Background: an optimization exercise with open tools, aiming at small area and a short achievable clock period. Do not read the settings as production practice.
Function was checked by simulation only, so behaviour that the tests miss may differ from the original.

==> flow/design.v (excerpt) <==
module processor_arm #(
    parameter N = 64
) (
    input logic CLOCK_50,
    reset,
    output logic [N-1:0] DM_writeData,
    DM_addr,
    output logic DM_writeEnable,
    output logic DM_readEnable,
    input logic [N-1:0] DM_readData,
    output logic [N-1:0] IM_addr,
    input logic [31:0] IM_readData
);
  logic clk;
  assign clk = CLOCK_50;
  logic [63:2] pc;
  logic isLDUR, isSTUR, isCBZ, isMOVZ, isADD, isSUB, isAND, isORR;
  logic [23:21] opD;
  logic [20:0] fldD;
  logic [4:0] rmD;
  logic cbzA;   
  logic bypLdA, bypAluA, keepA, bypLdB, bypAluB, keepB;
  logic [63:2] pcD;
  logic regWriteE, memReadE, memWriteE, branchE;
  logic fwdAE, fwdBE, selBFpE, selBFnE, selBXE, andE, orrE, subE, arithE;
  logic [4:0] rdE;
  logic [63:0] opAE, opBE, opXE;
  logic regWriteM, memReadM, memWriteM, takenM, loadWbM;
  logic [4:0] rdM;
  logic [63:0] aluM, wdM;
  logic [30:0][63:0] R;
  logic [30:0] valid;
  logic stall;
  ...
For scale: roughly 9000 cells after synthesis, about 290 I/O pins, about 0.11 mm^2 of cells after synthesis.
export LEC_CHECK = 0
export CAP_MARGIN = 30
export CORE_MARGIN = 2
export CORE_UTILIZATION = 45
export CTS_CLUSTER_DIAMETER = 100
export CTS_CLUSTER_SIZE = 20
export PLACE_DENSITY = 0.55
export SETUP_SLACK_MARGIN = 5
export SLEW_MARGIN = 40
create_clock -name core_clock -period 8.5 [get_ports {CLOCK_50}]
standard.sh (not shown) runs the stock make flow with config.mk's settings and CLKGATE_MAP_FILE= SYNTH_SCRIPT=/design/flow/synth_recipe.tcl, a recipe that flattens the netlist after the stock synthesis.
==> flow/flow/run.sh <==
#!/bin/bash
# Layout flow: the standard ORFS flow (standard.sh) with these changes:
#  - synthesis keeps the ALU (alu.sv, no registers) as its own module until the end,
#    maps it with ABC's delay-driven "map" (flow/abc_alu.script), and maps the rest with
#    flow/abc_top.script; the design is flattened afterwards as usual (synth_recipe.tcl),
#    so the registers are the standard synthesis's;
#  - input and output ports are buffered with buf_4;
#  - timing repair aims at a setup margin of 5.3 ns.
# ORFS writes each tool's log under orfs/logs; make's own output goes to flow.log.
set -euo pipefail
here=$(pwd)
rm -rf "$here/scripts_mod"
cp -r "$FLOW_HOME/scripts" "$here/scripts_mod"
python3 "$here/flow/patch_synth.py" "$here/scripts_mod/synth.tcl"
bash standard.sh \
  SCRIPTS_DIR="$here/scripts_mod" \
  SYNTH_HIERARCHICAL=1 \
  FAST_ABC_MODULES=alu \
  FAST_ABC_SCRIPT="$here/flow/abc_alu.script" \
  TOP_ABC_SCRIPT="$here/flow/abc_top.script" \
  BUFFER_PORTS_ARGS="-buffer_cell sky130_fd_sc_hd__buf_4" \
  SETUP_SLACK_MARGIN=5.3 \
  finish > "$here/flow.log" 2>&1
==> flow/flow/abc_alu.script <==
strash
dch
map -D 1000
buffer -c
topo
stime -c
upsize -c
dnsize -c
==> flow/flow/abc_top.script <==
&get -n
&st
&dch
&nf
&put
buffer -c
topo
stime -c
upsize -c
dnsize -c
==> flow/flow/patch_synth.py <==
# Patch ORFS synth.tcl (copy) so that the modules in FAST_ABC_MODULES are mapped with
# FAST_ABC_SCRIPT and the top module with TOP_ABC_SCRIPT, instead of one ABC run for all.
import sys
p = sys.argv[1]
s = open(p).read()
old = """  log_cmd abc {*}$abc_args
} else {"""
new = """  if { [env_var_exists_and_non_empty FAST_ABC_MODULES] } {
    set map_args [lrange $abc_args 2 end]
    foreach m $::env(FAST_ABC_MODULES) {
      log_cmd abc -script $::env(FAST_ABC_SCRIPT) {*}$map_args $m
    }
    log_cmd abc -script $::env(TOP_ABC_SCRIPT) {*}$map_args $::env(DESIGN_NAME)
  } else {
    log_cmd abc {*}$abc_args
  }
} else {"""
assert s.count(old) == 1
open(p, 'w').write(s.replace(old, new))
The baseline went through all stages and came out clean.
Then changed:
--- a/flow/design.v
+++ b/flow/design.v
@@ -35,16 +35,15 @@
   logic clk;
   assign clk = CLOCK_50;
   logic [63:2] pc;
   logic isLDUR, isSTUR, isCBZ, isMOVZ, isADD, isSUB, isAND, isORR;
   logic [23:21] opD;
   logic [20:0] fldD;
   logic [4:0] rmD;
-  logic cbzA;   
-  logic bypLdA, bypAluA, keepA, bypLdB, bypAluB, keepB;
+  logic bypRawA, bypRawB;   
   logic [63:2] pcD;
   logic regWriteE, memReadE, memWriteE, branchE;
   logic fwdAE, fwdBE, selBFpE, selBFnE, selBXE, andE, orrE, subE, arithE;
   logic [4:0] rdE;
   logic [63:0] opAE, opBE, opXE;
   logic regWriteM, memReadM, memWriteM, takenM, loadWbM;
   logic [4:0] rdM;
@@ -87,73 +86,75 @@
   assign rmNext = stall ? rmD :
       (isSTURF || isCBZF || isMOVZF) ? IM_readData[4:0] : IM_readData[20:16];
   always_ff @(posedge clk)
     if (!stall) begin
       opD  <= IM_readData[23:21];
       fldD <= IM_readData[20:0];
       pcD  <= pc;
-      cbzA <= isCBZF;
     end
   always_ff @(posedge clk) rmD <= rmNext;
+  always_ff @(posedge clk or posedge reset)
+    if (reset) begin
+      bypRawA <= 1'b0;
+      bypRawB <= 1'b0;
+    end else begin
+      bypRawA <= regWriteE && rdE != 5'd31 && rdE == rnNext;
+      bypRawB <= regWriteE && rdE != 5'd31 && rdE == rmNext;
+    end
   logic isR;
   assign isR = isADD | isSUB | isAND | isORR;
   logic [4:0] rnD, rdD;
   assign rnD = fldD[9:5];
   assign rdD = fldD[4:0];
   assign stall = memReadE && (rnD == rdE || rmD == rdE);
   logic [63:0] wbM;
   logic weRF;
   assign wbM  = loadWbM ? DM_readData : aluM;
   assign weRF = regWriteM && rdM != 5'd31;
-  logic noRegA;
+  logic noRegA, bypA, bypB;
   logic [30:0] selA, selB;
   logic [63:0] rdA, rdB;
   logic [4:0] lowA, lowB;
   assign noRegA = isCBZ | isMOVZ;
+  assign bypA = bypRawA && !noRegA;
+  assign bypB = bypRawB;
   logic noRegNext;
   logic [30:0] validNext, selANext, selBNext;
   logic [4:0] lowANext, lowBNext;
   assign noRegNext = stall ? noRegA : (isCBZF || isMOVZF);
   for (genvar k = 0; k < 31; k++) begin : g_sel
     assign validNext[k] = valid[k] || (weRF && rdM == 5'(k));
     assign selANext[k]  = rnNext == 5'(k) && validNext[k] && !noRegNext;
     assign selBNext[k]  = rmNext == 5'(k) && validNext[k];
   end
   logic [31:0] validNext32;
   assign validNext32 = {1'b1, validNext};   
   assign lowANext = (!validNext32[rnNext] && !noRegNext) ? rnNext : 5'd0;
   assign lowBNext = !validNext32[rmNext] ? rmNext : 5'd0;
-  logic hitA, hitB;
-  assign hitA = regWriteE && rdE != 5'd31 && rdE == rnNext && !noRegNext;
-  assign hitB = regWriteE && rdE != 5'd31 && rdE == rmNext;
   always_ff @(posedge clk) begin
-    bypLdA  <= hitA && memReadE;
-    bypAluA <= hitA && !memReadE;
-    keepA   <= !hitA;
-    bypLdB  <= hitB && memReadE;
-    bypAluB <= hitB && !memReadE;
-    keepB   <= !hitB;
     selA <= selANext;
     selB <= selBNext;
     lowA <= lowANext;
     lowB <= lowBNext;
   end
   logic [63:0] treeA, treeB;
   always_comb begin
-    treeA = {64{cbzA}} & {pcD, 2'b00};
+    treeA = {64{isCBZ}} & {pcD, 2'b00};
     treeB = '0;
     for (int k = 0; k < 31; k++) begin
       treeA = treeA | ({64{selA[k]}} & R[k]);
       treeB = treeB | ({64{selB[k]}} & R[k]);
     end
     treeA[4:0] = treeA[4:0] | lowA;
     treeB[4:0] = treeB[4:0] | lowB;
   end
-  assign rdA = ({64{bypLdA}} & DM_readData) | ({64{bypAluA}} & aluM) | ({64{keepA}} & treeA);
-  assign rdB = ({64{bypLdB}} & DM_readData) | ({64{bypAluB}} & aluM) | ({64{keepB}} & treeB);
+  assign rdA = ({64{bypA && loadWbM}} & DM_readData) | ({64{bypA && !loadWbM}} & aluM) |
+               ({64{!bypA}} & treeA);
+  assign rdB = ({64{bypB && loadWbM}} & DM_readData) | ({64{bypB && !loadWbM}} & aluM) |
+               ({64{!bypB}} & treeB);
   logic [63:0] immD;
   always_comb
     if (isMOVZ) immD = {48'd0, fldD[20:5]} << {opD[22:21], 4'd0};
     else if (isCBZ) immD = {{43{opD[23]}}, opD[23:21], fldD[20:5], 2'b00};
     else immD = {{55{fldD[20]}}, fldD[20:12]};
   always_ff @(posedge clk or posedge reset)
     if (reset) begin
After rerunning: Sequential share of layout area came out higher by 0.66 points. Cell area came out lower slightly. Wire length came out lower by a little under a tenth. Setup slack is better by 0.11 ns. First-iteration DRC count came out lower by roughly a tenth. Non-clock buffer count came out lower by 11. Core utilization hardly moves.

==> port drivers added, routing unchanged <==
In the flow no input, the clock included, has a driving cell. The finished layouts below were timed again as built, in two steps. Step 1: set_driving_cell puts a clkbuf_16 on CLOCK_50 and a buf_2 on each other input, an assumption about the parent block. Step 2 moves the port delays by t, midway between the first and last clock arrival at a register: inputs arrive t later, outputs are due t later. That takes back most of the time a late clock gives input paths. Slacks: ideal ports / drivers / drivers and shift; pairs: ideal ports / drivers.
run | t, ns | setup WS [ns] | latest minus earliest clock arrival (ns) | worst slew at a driven data input, ns
the first run | 0.968 | 4.909 / 4.909 / 4.204 | 0.049 / 0.049 | 0.34
the second run | 0.962 | 5.020 / 5.010 / 4.272 | 0.055 / 0.055 | 0.32
After both steps setup and hold are still met in every run listed. For the second run, which loses most, drivers alone change the setup slack by -0.010 ns; drivers and shift together by -0.748 ns.
